Source: an optimization exercise on an open RTL-to-GDS flow (aim: small area). Production flows keep margins and buffers that such runs may drop.
Only simulation tests tie the RTL to the original design; equivalence was not proved.

## v6
Design FFT, start of the top module:
module FFT(
    input                   clk,
    input                   rst_n,
    input                   valid_i,
    input signed [10:0]     x_r,
    output                  finish,
    output signed [16:0]    answer
);
For scale: ~5300 cells after synthesis, roughly 32 I/O pins.
Settings: LEC_CHECK=0, CAP_MARGIN=20, CORE_MARGIN=2, CORE_UTILIZATION=40, CTS_CLUSTER_DIAMETER=100, CTS_CLUSTER_SIZE=32, SLEW_MARGIN=20; clock period 10.0 ns.
run.sh (not shown) runs the stock make flow with config.mk's settings and CLKGATE_MAP_FILE= SYNTH_SCRIPT=/design/flow/synth_recipe.tcl, a recipe that flattens the netlist after the stock synthesis.
v6 completed end to end with timing, DRC and antenna clean.
Input-level comparison between v7 and v6:
Settings: CTS_CLUSTER_SIZE no longer set, was 32; CTS_CLUSTER_DIAMETER no longer set, was 100.
==> comparison <==
Re via density per instance: v7 is 0.30% down on v6.
v7 vs v6, count of clock-buffer cells in the layout went up by 130.
Wire length on met3 (v7 / v6): 1.3

========
Another version of the RTL of FFT (not shown whole).
==> flow/design.v (excerpt) <==
module FFT(
    input                   clk,
    input                   rst_n,
    input                   valid_i,
    input signed [10:0]     x_r,
    output                  finish,
    output signed [16:0]    answer
);
    reg [5:0] A;
    reg [5:0] P;
    reg [3:0] c2;
    reg [2:0] c3;
    reg [1:0] c4;
    reg       c5;
    reg       pass2;
    reg [6:0] C2;
    always @(posedge clk or negedge rst_n) begin
        if (!rst_n) begin
            A <= 6'd63;
        end else if (A == 6'd63) begin
            if (valid_i) A <= 6'd0;
        end else begin
            A <= A + 6'd1;
        end
    end
    always @(posedge clk) begin
        if (A == 6'd29) P <= 6'd63;
        else            P <= P + 6'd1;
        c2 <= P[3:0];
        c3 <= c2[2:0];
        c4 <= c3[1:0];
        c5 <= c4[0];
        pass2 <= P[5] ^ ~P[4];
    end
    always @(posedge clk or negedge rst_n) begin
        if (!rst_n)              C2 <= 7'd127;
        else if (A == 6'd50)     C2 <= 7'd0;
        else if (C2 != 7'd127)   C2 <= C2 + 7'd1;
    end
    assign finish = (C2 >= 7'd21) && (C2 <= 7'd84);
    reg [351:0] ring;
    wire [10:0] ring_last = ring[351:341];
    always @(posedge clk) begin
        ring <= {ring[340:0], (valid_i ? x_r : ring_last)};
    end
    wire signed [10:0] Q0 = ring[14*11 +: 11];
  ...
export LEC_CHECK = 0
export CAP_MARGIN = 20
export CORE_MARGIN = 2
export CORE_UTILIZATION = 40
export CTS_CLUSTER_DIAMETER = 80
export CTS_CLUSTER_SIZE = 32
export SLEW_MARGIN = 20
create_clock -name core_clock -period 10.0 [get_ports {clk}]
The starting point ran to the end with no violations.
Change:
Settings changed: CORE_UTILIZATION 40 to 55, CTS_CLUSTER_DIAMETER 80 to 100, CTS_CLUSTER_SIZE 32 to 28, PLACE_DENSITY set to 0.75.
Outcome: Hold slack is worse by 0.014 ns; critical path depth does not change; die area shrinks by 27%; fmax stays flat; register-to-register slack gets better by 0.02 ns; non-clock buffer count goes down by 4.

========
== alpha ==
Another version of the RTL of FFT (not shown whole).
For scale: roughly 7000 cells after synthesis.
clock: 10.0 ns
lec_check: 0
cap_margin: 20
core_margin: 2
core_utilization: 40
slew_margin: 20
Setup changes, alpha to beta
-- flow/config.mk --
<<< alpha, line 10
export CORE_UTILIZATION = 40
>>> beta, line 10
export CORE_UTILIZATION = 60
export CTS_BUF_LIST = sky130_fd_sc_hd__clkbuf_4 sky130_fd_sc_hd__clkbuf_8
Taking alpha as the reference, in beta non-clock inverter total of the final layout held steady; area growth from synthesis to final layout went down; met2 demand-to-capacity share in global routing went up; met3 track utilization from global routing now sits higher. Diff alpha -> beta | pin count of the biggest net entering global routing | decrease of 3. beta reports a higher largest stage delay on the critical path than alpha does. In beta relative to alpha, die outline width had gone down by more than 10%. Against alpha, beta reports a HPWL after detailed placement that is lower. Final cell area: beta below alpha. Fmax of beta falls short of that of alpha slightly.

static timing again, ports no longer ideal:
The flow's constraints put no driver on any port. The routed layouts listed below were extracted and timed again, unchanged, in two steps. Step 1 (the two cells are an assumption about what drives the block):
set clk [get_ports {clk}]
set_driving_cell -lib_cell sky130_fd_sc_hd__clkbuf_16 $clk
set_driving_cell -lib_cell sky130_fd_sc_hd__buf_2 [delete_from_list [all_inputs] $clk]
Step 2 times the ports against the registers' clock, not the clock port: input delays grow and output delays shrink by t, the midpoint of the rising clock arrivals with the driver on. Three values: ideal, step 1, step 2; two values: the first two.
run | t, ns | setup slack, ns | slew at the worst register clock pin (ns) | worst slew at a driven data input, ns | cell pins on the clock port's net
v6 | 0.770 | 1.397 / 1.397 / 1.397 | 0.12 / 0.12 | 0.06 | 1
v7 | 0.817 | 1.512 / 1.512 / 1.512 | 0.07 / 0.07 | 0.06 | 1
the first run of note 2 | 0.754 | 1.509 / 1.509 / 1.509 | 0.12 / 0.12 | 0.09 | 1
the second run of note 2 | 0.720 | 1.529 / 1.529 / 1.529 | 0.10 / 0.10 | 0.06 | 1
alpha | 0.808 | 1.402 / 1.402 / 1.402 | 0.08 / 0.08 | 0.10 | 1
beta | 0.958 | 1.352 / 1.352 / 1.352 | 0.07 / 0.07 | 0.07 | 1
After both steps every run listed still meets setup and hold.
